From an optimization exercise on the open Yosys and OpenROAD flow, aimed at small area; shortcuts taken in it are not production practice. At most, simulation tests tie the RTL to the original design; equivalence was not proved. Power and IR drop assume default switching activity.

== main ==
Design I2C_Master_Top, start of the top module:
module I2C_Master_Top(
	input        MAX10_CLK1_50,
	input        RESET,
	output [6:0] HEX0,
	output [6:0] HEX1,
	output [6:0] HEX2,
	output [6:0] HEX3,
	output [6:0] HEX4,
	output       SDA_OEN,
	input        SDA_IN,
	output       SCL_OEN
);
Size in the first run: ~280 cells after synthesis, about 55 flip-flops, about 40 I/O pins, about 0.0028 sq mm of cells after synthesis.
clock: 20.0 ns
lec_check: 0
cap_margin: 20
core_margin: 2
core_utilization: 45
slew_margin: 20
standard.sh (not shown) runs the stock make flow with config.mk's settings and CLKGATE_MAP_FILE= SYNTH_SCRIPT=/design/flow/synth_recipe.tcl, a recipe that flattens the netlist after the stock synthesis.
==> flow/flow/run.sh <==
#!/bin/bash
# Layout flow: the standard layout (standard.sh, ORFS), with these changes:
#  - synthesis: flow/synth.tcl, the standard synthesis with an area-oriented
#    ABC script, and without Yosys's adder extraction (ADDER_MAP_FILE empty),
#    which otherwise fixes XOR gates as half-adder cells before ABC runs;
#  - port buffers use the smallest buffer cell (buf_1);
#  - clock tree: clkbuf_8 buffers only, and CTS inserts no dummy loads.
# Each ORFS step's full output is in orfs/logs/; make's own output is in
# flow_make.log.
set -euo pipefail
cd "$(dirname "$0")/.."
work=$(pwd)
sed -e "s|SYNTH_SCRIPT=[^ ]*|SYNTH_SCRIPT=$work/flow/synth.tcl ADDER_MAP_FILE=|" standard.sh > flow_standard.sh
export BUFFER_PORTS_ARGS="-buffer_cell sky130_fd_sc_hd__buf_1"
export CTS_ARGS="-sink_clustering_enable -repair_clock_nets -dont_use_dummy_load -buf_list sky130_fd_sc_hd__clkbuf_8"
bash flow_standard.sh > flow_make.log 2>&1
==> flow/flow/abc_area.script <==
&get -n
&st
&dch -x -f
&nf -R 1000 -p -C 32 -F 8 -A 8
&st
&dch -x -f
&nf -R 1000 -p -C 32 -F 8 -A 8
&put
==> flow/flow/synth.tcl <==
# The standard synthesis (synth_recipe.tcl in the work folder, which sources
# ORFS's synth.tcl), with one change: ABC maps the logic with abc_area.script
# (choice computation and area-recovering mapping, twice, without the buffering
# and gate up-sizing of abc_speed.script, which only add area at this period).
# Registers are mapped before ABC runs, so they are the standard synthesis's.
set ::my_flow_dir [file dirname [file normalize [info script]]]
proc ::use_area_abc_script {name1 name2 op} {
	set i [lsearch -exact $::abc_args -script]
	if {$i >= 0} {
		lset ::abc_args [expr {$i + 1}] [file join $::my_flow_dir abc_area.script]
	}
}
trace add variable ::abc_args write ::use_area_abc_script
source [file join [file dirname $::my_flow_dir] synth_recipe.tcl]
main reached the end of the flow, and the finished layout is clean on the timing, DRC and antenna checks.
Input changes introduced in the feature branch (baseline for comparison: main):
- a change of CORE_UTILIZATION from 45 to 80
[summary]
- The feature branch finished all stages; the layout is clean.
- The feature branch vs. main: worst vdd rail ir drop +89%; relative area of clock buffers and inverters in the final design ~0 delta; overall die width -about 24%.
- On setup slack, main beats the feature branch.
- Top achievable clock speed delta (main -> the feature branch): insignificant
- Taking main as the reference, in the feature branch total global routing track utilization higher, worst slew slack as a fraction of its limit lower, total power higher.

---

north:
I2C_Master_Top, a different RTL version from the one above (not shown whole).
For scale: roughly 360 cells after synthesis, about 55 flip-flops, ~3300 um2 of cells after synthesis.
Settings: LEC_CHECK=0, CAP_MARGIN=20, CORE_MARGIN=2, CORE_UTILIZATION=45, SLEW_MARGIN=20; clock period 20.0 ns.
==> flow/flow/run.sh <==
#!/bin/bash
# The standard layout (the standard.sh: ORFS with the standard synthesis),
# with two placement/CTS arguments changed:
#  - port buffers use the smallest buffer cell instead of the resizer's pick
#  - clock tree buffers are clkbuf_2 and CTS inserts no dummy loads
# Each ORFS step's full output is in orfs/logs/; make's own output is in
# flow_make.log.
set -euo pipefail
cd "$(dirname "$0")/.."
export BUFFER_PORTS_ARGS="-buffer_cell sky130_fd_sc_hd__buf_1"
export CTS_ARGS="-sink_clustering_enable -repair_clock_nets -dont_use_dummy_load -buf_list sky130_fd_sc_hd__clkbuf_8"
bash standard.sh > flow_make.log 2>&1
The inputs of south differ from those of north as listed below.
==> flow/run.sh (new file) <==
#!/bin/bash
# synth_recipe.tcl (not shown) runs the flow's synth.tcl, then flattens the netlist and writes it again
# the make line also repeats each setting of config.mk as NAME=value (left out here)
make -C /OpenROAD-flow-scripts/flow DESIGN_CONFIG=/design/flow/config.mk WORK_HOME=/design/flow/orfs CLKGATE_MAP_FILE= SYNTH_SCRIPT=/design/flow/synth_recipe.tcl finish
removed: flow/flow/run.sh
removed: flow/standard.sh
==> comparison <==
south ends up with lower slew at the pin closest to its max-slew limit than north does. Delta(switching power summed over all nets, south - north) > 0. north consumes less power than south. north has lower logic gate share of total power than south. sky130_fd_sc_hd__clkdlybuf4s50_1 as the cell at the slowest stage of the critical path was reported by south, and sky130_fd_sc_hd__dfxtp_1 by north. [south] clock share of power rose 2.9 points relative to north. Smallest setup slack after layout is lower on south.
No run of this note included a check of the RTL's function; only the layout flow was run.

---

rev 12:
Another version of the RTL of I2C_Master_Top (not shown whole).
Size: roughly 280 cells after synthesis, ~55 flip-flops, ~40 I/O pins, about 0.0027 mm^2 of cells after synthesis.
export LEC_CHECK = 0
export CAP_MARGIN = 20
export CORE_MARGIN = 2
export CORE_UTILIZATION = 65
export SLEW_MARGIN = 20
create_clock -name core_clock -period 20.0 [get_ports {MAX10_CLK1_50}]
==> flow/flow/run.sh <==
#!/bin/bash
# Layout flow: the standard layout (standard.sh, ORFS), with these changes:
#  - synthesis: flow/synth.tcl, the standard synthesis with an area-oriented
#    ABC script, and without Yosys's adder extraction (ADDER_MAP_FILE empty),
#    which otherwise fixes XOR gates as half-adder cells before ABC runs;
#  - port buffers use the smallest buffer cell (buf_1);
#  - clock tree: clkbuf_8 buffers only, and CTS inserts no dummy loads.
# Each ORFS step's full output is in orfs/logs/; make's own output is in
# flow_make.log.
set -euo pipefail
cd "$(dirname "$0")/.."
work=$(pwd)
sed -e "s|SYNTH_SCRIPT=[^ ]*|SYNTH_SCRIPT=$work/flow/synth.tcl ADDER_MAP_FILE=|" standard.sh > flow_standard.sh
export BUFFER_PORTS_ARGS="-buffer_cell sky130_fd_sc_hd__buf_1"
export CTS_ARGS="-sink_clustering_enable -repair_clock_nets -dont_use_dummy_load -buf_list sky130_fd_sc_hd__clkbuf_8"
bash flow_standard.sh > flow_make.log 2>&1
==> flow/flow/abc_area.script <==
&get -n
&st
&dc2
&dch -x
&nf -R 1000
&st
&b
&dch -x -f
&nf -R 1000 -p
&put
Scripts as last shown in full above: flow/flow/synth.tcl
What rev 13 does differently from rev 12 at the input level:
-- flow/flow/synth.tcl --
<<< rev 12, line 3
# (choice computation and area-recovering mapping, twice, without the buffering
# and gate up-sizing of abc_speed.script, which only add area at this period).
>>> rev 13, line 3
# (two rounds of AIG rewriting, choice computation and area-recovering
# mapping, without the buffering and gate up-sizing of abc_speed.script,
# which only add area at this clock period).
Notes after the runs:
Summary of rev 13 over rev 12: first-pass GRT wire length stayed essentially flat; total number of tap cells stayed essentially flat; total non-filler cell area in the finished layout stayed essentially flat; critical path depth stayed essentially flat. As far as cell-internal power is concerned, rev 13 and rev 12 perform about the same. Rev 13 | status: complete | timing, DRC, antenna: pass.

---

P:
I2C_Master_Top, a different RTL version from the one above (not shown whole).
Size: ~55 flip-flops, about 40 I/O pins.
==> flow/config.mk <==
export PLATFORM = sky130hd
export DESIGN_NAME = I2C_Master_Top
export DESIGN_NICKNAME = I2C_Master_Top
export VERILOG_FILES = /design/flow/design.v
export SDC_FILE = /design/flow/constraint.sdc
export NUM_CORES = 4
export LEC_CHECK = 0
export CAP_MARGIN = 20
export CORE_MARGIN = 2
export CORE_UTILIZATION = 45
export SLEW_MARGIN = 20
==> flow/constraint.sdc <==
create_clock -name core_clock -period 20.0 [get_ports {MAX10_CLK1_50}]
set_input_delay 4.0000 -clock core_clock [delete_from_list [all_inputs] [get_ports {MAX10_CLK1_50}]]
set_output_delay 4.0000 -clock core_clock [all_outputs]
set_load 0.01 [all_outputs]
==> flow/flow/run.sh <==
#!/bin/bash
# Layout flow: the standard layout (standard.sh, ORFS), with these changes:
#  - synthesis: flow/synth.tcl, the standard synthesis with an area-oriented
#    ABC script, and without Yosys's adder extraction (ADDER_MAP_FILE empty),
#    which otherwise fixes XOR gates as half-adder cells before ABC runs;
#  - port buffers use the smallest buffer cell (buf_1);
#  - clock tree: CTS inserts no dummy loads.
# Each ORFS step's full output is in orfs/logs/; make's own output is in
# flow_make.log.
set -euo pipefail
cd "$(dirname "$0")/.."
work=$(pwd)
sed -e "s|SYNTH_SCRIPT=[^ ]*|SYNTH_SCRIPT=$work/flow/synth.tcl ADDER_MAP_FILE=|" standard.sh > flow_standard.sh
export BUFFER_PORTS_ARGS="-buffer_cell sky130_fd_sc_hd__buf_1"
export CTS_ARGS="-sink_clustering_enable -sink_clustering_size 60 -sink_clustering_max_diameter 300 -repair_clock_nets -dont_use_dummy_load -buf_list sky130_fd_sc_hd__clkbuf_16"
bash flow_standard.sh > flow_make.log 2>&1
==> flow/flow/abc_area.script <==
&get -n
&st
&dch -x
&nf -R 1000 -p
&st
&dch -x
&nf -R 1000 -p
&put
==> flow/flow/synth.tcl <==
# The standard synthesis (synth_recipe.tcl in the work folder, which sources
# ORFS's synth.tcl), with one change: ABC maps the logic with abc_area.script
# (choice computation and area-recovering mapping, twice, without the buffering
# and gate up-sizing of abc_speed.script, which only add area at this period).
# Registers are mapped before ABC runs, so they are the standard synthesis's.
set ::my_flow_dir [file dirname [file normalize [info script]]]
proc ::use_area_abc_script {name1 name2 op} {
	set i [lsearch -exact $::abc_args -script]
	if {$i >= 0} {
		lset ::abc_args [expr {$i + 1}] [file join $::my_flow_dir abc_area.script]
	}
}
trace add variable ::abc_args write ::use_area_abc_script
source [file join [file dirname $::my_flow_dir] synth_recipe.tcl]
The flow did not stop early for P: all stages ran, and the layout cleared the timing, DRC and antenna checks.
Modified inputs, R compared to P
--- a/flow/flow/run.sh
+++ b/flow/flow/run.sh
@@ -13,4 +13,4 @@
 sed -e "s|SYNTH_SCRIPT=[^ ]*|SYNTH_SCRIPT=$work/flow/synth.tcl ADDER_MAP_FILE=|" standard.sh > flow_standard.sh
 export BUFFER_PORTS_ARGS="-buffer_cell sky130_fd_sc_hd__buf_1"
-export CTS_ARGS="-sink_clustering_enable -sink_clustering_size 60 -sink_clustering_max_diameter 300 -repair_clock_nets -dont_use_dummy_load -buf_list sky130_fd_sc_hd__clkbuf_16"
+export CTS_ARGS="-repair_clock_nets -dont_use_dummy_load -buf_list sky130_fd_sc_hd__clkbuf_8"
 bash flow_standard.sh > flow_make.log 2>&1
Notes after the runs:
- Summary — hold slack, R relative to P: higher, by 4.4 ps.
- NOTE summed area of non-filler cells in the final layout P->R decreased slightly
- Diff P..R | average footprint of a synthesized cell | unchanged
- Sort P and R by final core area utilization, descending, and P comes first.

---

## 07-04
I2C_Master_Top again, from the RTL that the note above started with.
==> flow/config.mk <==
export PLATFORM = sky130hd
export DESIGN_NAME = I2C_Master_Top
export DESIGN_NICKNAME = I2C_Master_Top
export VERILOG_FILES = /design/flow/design.v
export SDC_FILE = /design/flow/constraint.sdc
export NUM_CORES = 4
export LEC_CHECK = 0
export CAP_MARGIN = 20
export CORE_MARGIN = 2
export CORE_UTILIZATION = 45
export SLEW_MARGIN = 20
==> flow/constraint.sdc <==
create_clock -name core_clock -period 20.0 [get_ports {MAX10_CLK1_50}]
set_input_delay 4.0000 -clock core_clock [delete_from_list [all_inputs] [get_ports {MAX10_CLK1_50}]]
set_output_delay 4.0000 -clock core_clock [all_outputs]
set_load 0.01 [all_outputs]
==> flow/flow/run.sh <==
#!/bin/bash
# Layout flow: the standard layout (standard.sh, ORFS), with these changes:
#  - synthesis: flow/synth.tcl, the standard synthesis with an area-oriented
#    ABC script, and without Yosys's adder extraction (ADDER_MAP_FILE empty),
#    which otherwise fixes XOR gates as half-adder cells before ABC runs;
#  - port buffers use the smallest buffer cell (buf_1);
#  - clock tree: CTS inserts no dummy loads.
# Each ORFS step's full output is in orfs/logs/; make's own output is in
# flow_make.log.
set -euo pipefail
cd "$(dirname "$0")/.."
work=$(pwd)
sed -e "s|SYNTH_SCRIPT=[^ ]*|SYNTH_SCRIPT=$work/flow/synth.tcl ADDER_MAP_FILE=|" standard.sh > flow_standard.sh
export BUFFER_PORTS_ARGS="-buffer_cell sky130_fd_sc_hd__buf_1"
export CTS_ARGS="-sink_clustering_enable -repair_clock_nets -dont_use_dummy_load -buf_list sky130_fd_sc_hd__clkbuf_8"
bash flow_standard.sh > flow_make.log 2>&1
==> flow/flow/abc_area.script <==
&get -n
&st
&dch
&nf
&st
&syn2
&if -g -K 6
&synch2
&nf
&st
&syn2
&if -g -K 6
&synch2
&nf
&put
==> flow/flow/synth.tcl <==
# The standard synthesis (synth_recipe.tcl in the work folder, which sources
# ORFS's synth.tcl), with one change: ABC maps the logic with abc_area.script
# (the mapping passes of ORFS's abc_speed.script without its buffering and
# gate up-sizing, which only add area at this clock period).
# Registers are mapped before ABC runs, so they are the standard synthesis's.
set ::my_flow_dir [file dirname [file normalize [info script]]]
proc ::use_area_abc_script {name1 name2 op} {
	set i [lsearch -exact $::abc_args -script]
	if {$i >= 0} {
		lset ::abc_args [expr {$i + 1}] [file join $::my_flow_dir abc_area.script]
	}
}
trace add variable ::abc_args write ::use_area_abc_script
source [file join [file dirname $::my_flow_dir] synth_recipe.tcl]
[inputs] 12-13 vs 07-04
==> flow/flow/abc_area.script <==
&get -n
&st
&dch -x
&nf -R 1000 -p
&st
&dch -x
&nf -R 1000 -p
&put
--- a/flow/flow/synth.tcl
+++ b/flow/flow/synth.tcl
@@ -3,2 +3,2 @@
-# (the mapping passes of ORFS's abc_speed.script without its buffering and
-# gate up-sizing, which only add area at this clock period).
+# (choice computation and area-recovering mapping, twice, without the buffering
+# and gate up-sizing of abc_speed.script, which only add area at this period).
--- outcome ---
12-13: done, clean on timing, DRC and antenna
Taking 07-04 as the reference, in 12-13 total via count in the routed design fell by 12%, share of the synthesized netlist area taken by xor and xnor gates increased 0.67 points, share of final layout cell area taken by clock buffers and inverters now larger, growth of design area from synthesis to finish increased by 0.42 points relative to the old numbers, number of distinct library cells after synthesis saw a decrease.
Re mean number of vias per cell: 07-04 was higher than 12-13.
Delta (12-13 minus 07-04): count of multi-input combinational gates went down; routed wire length went down by 1100 um.
12-13 vs 07-04: cell area down in 12-13

---

Another version of the RTL of I2C_Master_Top (not shown whole).
Size: about 370 cells after synthesis, ~58 flip-flops, ~40 I/O pins.
// I2C_Master_Top
module I2C_Master_Top(
	input        MAX10_CLK1_50,
	input        RESET,
	output [6:0] HEX0,
	output [6:0] HEX1,
	output [6:0] HEX2,
	output [6:0] HEX3,
	output [6:0] HEX4,
	output       SDA_OEN,
	input        SDA_IN,
	output       SCL_OEN
);
wire       z;
wire [1:0] q;
wire [6:0] c;
wire       W;
wire       upd_time;
I2C_Master i2c_controller (
	.Clk(MAX10_CLK1_50), .Reset(RESET),
	.I2C_SDA_OEn(SDA_OEN), .I2C_SCL_OEn(SCL_OEN),
	.z(z), .q(q), .c(c), .W(W), .upd_time(upd_time));
wire poll   = z & (q == 2'd1) & ~W;
reg in_l, in_h;
always @(*) begin
	in_l = 1'b0;
	in_h = 1'b0;
	case (c)
		7'd58, 7'd59, 7'd60, 7'd61, 7'd62, 7'd63, 7'd64, 7'd65: in_l = 1'b1;    
		7'd67, 7'd68, 7'd69, 7'd70, 7'd71, 7'd72, 7'd73, 7'd74: in_h = 1'b1;    
		default: ;
	endcase
end
wire samp_l = poll & in_l;
wire samp_h = poll & in_h;
wire fstep  = z & ~W & ((c == 7'd75) | (c == 7'd76));  
wire upd    = upd_time & ~W & (c == 7'd77);
wire k2 = fstep & ~(c[0] & (q == 2'd0));
wire k3 = fstep & ~c[0] & (q != 2'd0);
reg [18:0] R;
reg [18:0] BCD;
function [3:0] dd;
	input [3:0] d;
	input       k;
	reg g;
	begin
		g = k & (d[3] | (d[2] & (d[1] | d[0])));
		dd[3] = d[3] | g;
		dd[2] = g ? (d[3] & d[0]) : d[2];
		dd[1] = g ? ((d[1] & d[0]) | (d[3] & ~d[0])) : d[1];
		dd[0] = d[0] ^ g;
	end
endfunction
wire [18:0] X = {R[18:16], dd(R[15:12], k3), dd(R[11:8], k2), dd(R[7:4], 1'b1), dd(R[3:0], 1'b1)};
always @(posedge MAX10_CLK1_50) begin
	if (samp_l | samp_h | fstep)
		R[10:0] <= samp_l ? 11'd0 : {X[9:0], samp_h ? SDA_IN : R[18]};
	if (samp_l | fstep)
		R[18:11] <= {X[17:11], samp_l ? SDA_IN : X[10]};
end
always @(posedge MAX10_CLK1_50) begin
	if (RESET | upd)
		BCD <= RESET ? 19'd0 : R;
end
Decoder_7seg decoder_1(.out(HEX0), .in(BCD[3:0]));
  ...
==> flow/config.mk <==
export PLATFORM = sky130hd
export DESIGN_NAME = I2C_Master_Top
export DESIGN_NICKNAME = I2C_Master_Top
export VERILOG_FILES = /design/flow/design.v
export SDC_FILE = /design/flow/constraint.sdc
export NUM_CORES = 4
export LEC_CHECK = 0
export CAP_MARGIN = 20
export CORE_MARGIN = 2
export CORE_UTILIZATION = 45
export SLEW_MARGIN = 20
==> flow/constraint.sdc <==
create_clock -name core_clock -period 20.0 [get_ports {MAX10_CLK1_50}]
set_input_delay 4.0000 -clock core_clock [delete_from_list [all_inputs] [get_ports {MAX10_CLK1_50}]]
set_output_delay 4.0000 -clock core_clock [all_outputs]
set_load 0.01 [all_outputs]
run.sh (not shown) runs the stock make flow with config.mk's settings and CLKGATE_MAP_FILE= SYNTH_SCRIPT=/design/flow/synth_recipe.tcl, a recipe that flattens the netlist after the stock synthesis.
Stock flow here: none of the scripts above is used.
Rerun with:
CTS_BUF_LIST = sky130_fd_sc_hd__clkbuf_8   (was not set)
CTS_CLUSTER_DIAMETER = 100   (was not set)
CTS_CLUSTER_SIZE = 30   (was not set)
The changed run completed without violations. First-iteration DRC count falls by 2.2%. Setup slack barely changes. Global-route usage is unchanged. Total power drops by 0.38%.

-- port drivers added, routing unchanged --
The flow's constraints put no driver on any port. The routed layouts listed below were extracted and timed again, unchanged, in two steps. Step 1 (the two cells are an assumption about what drives the block):
set clk [get_ports {MAX10_CLK1_50}]
set_driving_cell -lib_cell sky130_fd_sc_hd__clkbuf_16 $clk
set_driving_cell -lib_cell sky130_fd_sc_hd__buf_2 [delete_from_list [all_inputs] $clk]
Step 2, shift: input delay + t, output delay - t, t = (earliest + latest rising clock arrival at the registers) / 2. This alone moves slack from input paths to output paths. Three values: ideal, step 1, step 2; two values: the first two.
| run | t, ns | setup slack, ns | latest minus earliest clock arrival (ns) |
|---|---|---|---|
| main | 0.324 | 13.952 / 13.924 / 14.248 | 0.017 / 0.017 |
| the feature branch | 0.335 | 13.935 / 13.908 / 14.243 | 0.020 / 0.019 |
| north | 0.322 | 13.917 / 13.886 / 14.208 | 0.020 / 0.021 |
| south | 0.327 | 13.551 / 13.522 / 13.849 | 0.005 / 0.006 |
| rev 12 | 0.322 | 13.958 / 13.934 / 14.256 | 0.012 / 0.012 |
| rev 13 | 0.322 | 13.958 / 13.934 / 14.256 | 0.012 / 0.012 |
| P | 0.312 | 13.764 / 13.731 / 14.043 | 0.011 / 0.010 |
| R | 0.318 | 13.749 / 13.721 / 14.039 | 0.012 / 0.012 |
| 07-04 | 0.324 | 13.663 / 13.634 / 13.958 | 0.014 / 0.014 |
| 12-13 | 0.318 | 13.749 / 13.721 / 14.039 | 0.012 / 0.012 |
| the first run of note 6 | 0.352 | 13.405 / 13.376 / 13.632 | 0.012 / 0.013 |
| the second run of note 6 | 0.352 | 13.404 / 13.375 / 13.631 | 0.012 / 0.012 |
After both steps every run listed still meets setup and hold.
